This is an optimization exercise on Yosys and OpenROAD, whose aim is small area, a short achievable clock period and few clock cycles per item, not a production implementation. At most, simulation tests tie the RTL to the original design; equivalence was not proved. Power figures rest on the tool's default switching activity, not on a simulated workload.

Design cordic, start of the top module:
module cordic(
    input clk,
    input rst,                 
    input start,               
    input signed [7:0] xin,
    input signed [7:0] yin,
    input signed [7:0] angle,
    output reg signed [7:0] sine,
    output reg done
);
    reg signed [7:0] x, y, z;
    reg [6:0] ph;
    wire idle = ph[0];
    reg [7:0] xs, ys, at;
    integer j, k;
    always @(*) begin
        for (j = 0; j < 8; j = j + 1) begin
            xs[j] = idle & xin[j];
            ys[j] = idle & yin[j];
            for (k = 1; k < 7; k = k + 1) begin
                xs[j] = xs[j] | (ph[k] & x[(j + k > 7) ? 7 : j + k]);
                ys[j] = ys[j] | (ph[k] & y[(j + k > 7) ? 7 : j + k]);
            end
        end
        at = ({8{idle}} & 8'd50) | ({8{ph[1]}} & 8'd29) | ({8{ph[2]}} & 8'd15)
           | ({8{ph[3]}} & 8'd8) | ({8{ph[4]}} & 8'd4) | ({8{ph[5]}} & 8'd2)
           | ({8{ph[6]}} & 8'd1);
    end
    wire signed [7:0] xa = idle ? xin : x;
    wire signed [7:0] ya = idle ? yin : y;
    wire signed [7:0] za = idle ? angle : z;
    wire neg = za[7];
    function [7:0] addsub;
        input [7:0] a, b;
        input n;
        reg [7:0] bb, g, p, gg, pp, gn, pn;
        integer i, s;
        begin
            bb = b ^ {8{n}};
            g = a & bb;
            p = a ^ bb;
            gg = g;
            pp = p;
            gg[0] = g[0] | (p[0] & n);
            for (s = 1; s < 8; s = s * 2) begin
                gn = gg;
                pn = pp;
                for (i = 0; i < 8; i = i + 1) begin
                    if ((i & s) != 0) begin
                        gn[i] = gg[i] | (pp[i] & gg[(i & ~(s - 1)) - 1]);
                        pn[i] = pp[i] & pp[(i & ~(s - 1)) - 1];
                    end
                end
                gg = gn;
                pp = pn;
            end
            addsub = p ^ {gg[6:0], n};
        end
    endfunction
    function [7:0] addsub_ks;
        input [7:0] a, b;
        input n;
  ...
==> module cordic, before the edit <==
module cordic(
    input clk,
    input rst,                 
    input start,               
    input signed [7:0] xin,
    input signed [7:0] yin,
    input signed [7:0] angle,
    output reg signed [7:0] sine,
    output reg done
);
    reg signed [7:0] x, y, z;
    reg [6:0] ph;
    wire idle = ph[0];
    reg [7:0] xs, ys, at;
    integer j, k;
    always @(*) begin
        for (j = 0; j < 8; j = j + 1) begin
            xs[j] = idle & xin[j];
            ys[j] = idle & yin[j];
            for (k = 1; k < 7; k = k + 1) begin
                xs[j] = xs[j] | (ph[k] & x[(j + k > 7) ? 7 : j + k]);
                ys[j] = ys[j] | (ph[k] & y[(j + k > 7) ? 7 : j + k]);
            end
        end
        at = ({8{idle}} & 8'd50) | ({8{ph[1]}} & 8'd29) | ({8{ph[2]}} & 8'd15)
           | ({8{ph[3]}} & 8'd8) | ({8{ph[4]}} & 8'd4) | ({8{ph[5]}} & 8'd2)
           | ({8{ph[6]}} & 8'd1);
    end
    wire signed [7:0] xa = idle ? xin : x;
    wire signed [7:0] ya = idle ? yin : y;
    wire signed [7:0] za = idle ? angle : z;
    wire neg = za[7];
    function [7:0] addsub;
        input [7:0] a, b;
        input n;
        reg [7:0] bb, g, p, gg, pp, gn, pn;
        integer i, s;
        begin
            bb = b ^ {8{n}};
            g = a & bb;
            p = a ^ bb;
            gg = g;
            pp = p;
            gg[0] = g[0] | (p[0] & n);
            for (s = 1; s < 8; s = s * 2) begin
                gn = gg;
                pn = pp;
                for (i = 0; i < 8; i = i + 1) begin
                    if ((i & s) != 0) begin
                        gn[i] = gg[i] | (pp[i] & gg[(i & ~(s - 1)) - 1]);
                        pn[i] = pp[i] & pp[(i & ~(s - 1)) - 1];
                    end
                end
                gg = gn;
                pp = pn;
            end
            addsub = p ^ {gg[6:0], n};
        end
    endfunction
    function [7:0] addsub_ks;
        input [7:0] a, b;
        input n;
        reg [7:0] bb, g, p, gg, pp, gn, pn;
        integer i, s;
        begin
            bb = b ^ {8{n}};
            g = a & bb;
            p = a ^ bb;
            gg = g;
            pp = p;
            gg[0] = g[0] | (p[0] & n);
            for (s = 1; s < 8; s = s * 2) begin
                gn = gg;
                pn = pp;
                for (i = s; i < 8; i = i + 1) begin
                    gn[i] = gg[i] | (pp[i] & gg[i - s]);
                    pn[i] = pp[i] & pp[i - s];
                end
                gg = gn;
                pp = pn;
            end
            addsub_ks = p ^ {gg[6:0], n};
        end
    endfunction
    always @(posedge clk) begin
        x <= addsub(xa, ys, ~neg);
        y <= addsub(ya, xs, neg);
        z <= addsub_ks(za, at, ~neg);
        done <= ph[6] & ~rst;
        if (rst)
            ph <= 7'b0000001;
        else if (idle)
            ph <= start ? 7'b0000010 : 7'b0000001;
        else
            ph <= {ph[5:0], ph[6]};
    end
    wire [7:0] t = y ~^ {8{z[7]}};
    reg [7:0] run;             
    integer m;
    always @(*) begin
        run[0] = 1'b1;
        for (m = 1; m < 8; m = m + 1) run[m] = run[m - 1] & t[m - 1];
        sine = y ^ ({8{x[7]}} & run);
    end
endmodule
==> flow/config.mk <==
export PLATFORM = sky130hd
export DESIGN_NAME = cordic
export DESIGN_NICKNAME = cordic
export VERILOG_FILES = /design/flow/design.v
export SDC_FILE = /design/flow/constraint.sdc
export NUM_CORES = 4
export LEC_CHECK = 0
export CAP_MARGIN = 20
export CORE_MARGIN = 2
export CORE_UTILIZATION = 70
export CTS_BUF_LIST = sky130_fd_sc_hd__clkbuf_8
export SETUP_SLACK_MARGIN = 1.1
export SLEW_MARGIN = 20
==> flow/constraint.sdc <==
create_clock -name core_clock -period 4.0 [get_ports {clk}]
set_input_delay 0.8000 -clock core_clock [delete_from_list [all_inputs] [get_ports {clk}]]
set_output_delay 0.8000 -clock core_clock [all_outputs]
set_load 0.01 [all_outputs]
standard.sh (not shown) runs the stock make flow with config.mk's settings and CLKGATE_MAP_FILE= SYNTH_SCRIPT=/design/flow/synth_recipe.tcl, a recipe that flattens the netlist after the stock synthesis.
==> flow/flow/run.sh <==
#!/bin/bash
# The standard layout, with the port buffers made from buf_2 cells instead of the
# slow delay buffers buffer_ports picks by default.
set -euo pipefail
export BUFFER_PORTS_ARGS="-buffer_cell sky130_fd_sc_hd__buf_2"

bash standard.sh > standard.log 2>&1
Rerun with:
--- a/flow/design.v
+++ b/flow/design.v
@@ -58,35 +58,10 @@
             addsub = p ^ {gg[6:0], n};
         end
     endfunction
-    function [7:0] addsub_ks;
-        input [7:0] a, b;
-        input n;
-        reg [7:0] bb, g, p, gg, pp, gn, pn;
-        integer i, s;
-        begin
-            bb = b ^ {8{n}};
-            g = a & bb;
-            p = a ^ bb;
-            gg = g;
-            pp = p;
-            gg[0] = g[0] | (p[0] & n);
-            for (s = 1; s < 8; s = s * 2) begin
-                gn = gg;
-                pn = pp;
-                for (i = s; i < 8; i = i + 1) begin
-                    gn[i] = gg[i] | (pp[i] & gg[i - s]);
-                    pn[i] = pp[i] & pp[i - s];
-                end
-                gg = gn;
-                pp = pn;
-            end
-            addsub_ks = p ^ {gg[6:0], n};
-        end
-    endfunction
     always @(posedge clk) begin
         x <= addsub(xa, ys, ~neg);
         y <= addsub(ya, xs, neg);
-        z <= addsub_ks(za, at, ~neg);
+        z <= addsub(za, at, ~neg);
         done <= ph[6] & ~rst;
         if (rst)
             ph <= 7'b0000001;
Via count came out lower by about 13%.
Cell count came out lower by 9.0%.
Wire length came out lower by about 24%.
Sequential power came out higher by about 1%.
Synthesized area came out lower by 5.4%.
Sequential share of layout area came out higher by 2.2 points.
Worst hold slack gets better by 0.037 ns.
Global-route usage came out lower by 1.8 points.
Design area came out lower by 11%.
Non-clock buffer count came out lower by 18.
Testbench counts after the change, summed over its fixed seeds: cycles 28,000, items 4,000.
No functional check of the RTL was part of the first run of this note.

[static timing again, ports no longer ideal]
In the flow no input, the clock included, has a driving cell. The finished layouts below were timed again as built, in two steps. Step 1: set_driving_cell puts a clkbuf_16 on clk and a buf_2 on each other input, an assumption about the parent block. Step 2 also shifts input and output timing later by t, the mid clock arrival at the registers, as if the neighbouring blocks saw the same clock. Slacks: no drivers / after step 1 / after step 2; pairs: no drivers / after step 1.
| run | shift t [ns] | setup slack, ns | hold WS [ns] | cell pins on the clock port's net |
|---|---|---|---|---|
| the first run | 0.306 | 1.024 / 1.024 / 0.823 | 0.566 / 0.566 / 0.566 | 1 |
| the second run | 0.320 | 1.232 / 1.204 / 0.958 | 0.603 / 0.603 / 0.603 | 1 |
After both steps setup and hold are still met in every run listed. The setup slack of the second run, which loses most, moves by -0.028 ns with the drivers and by -0.274 ns with both steps.
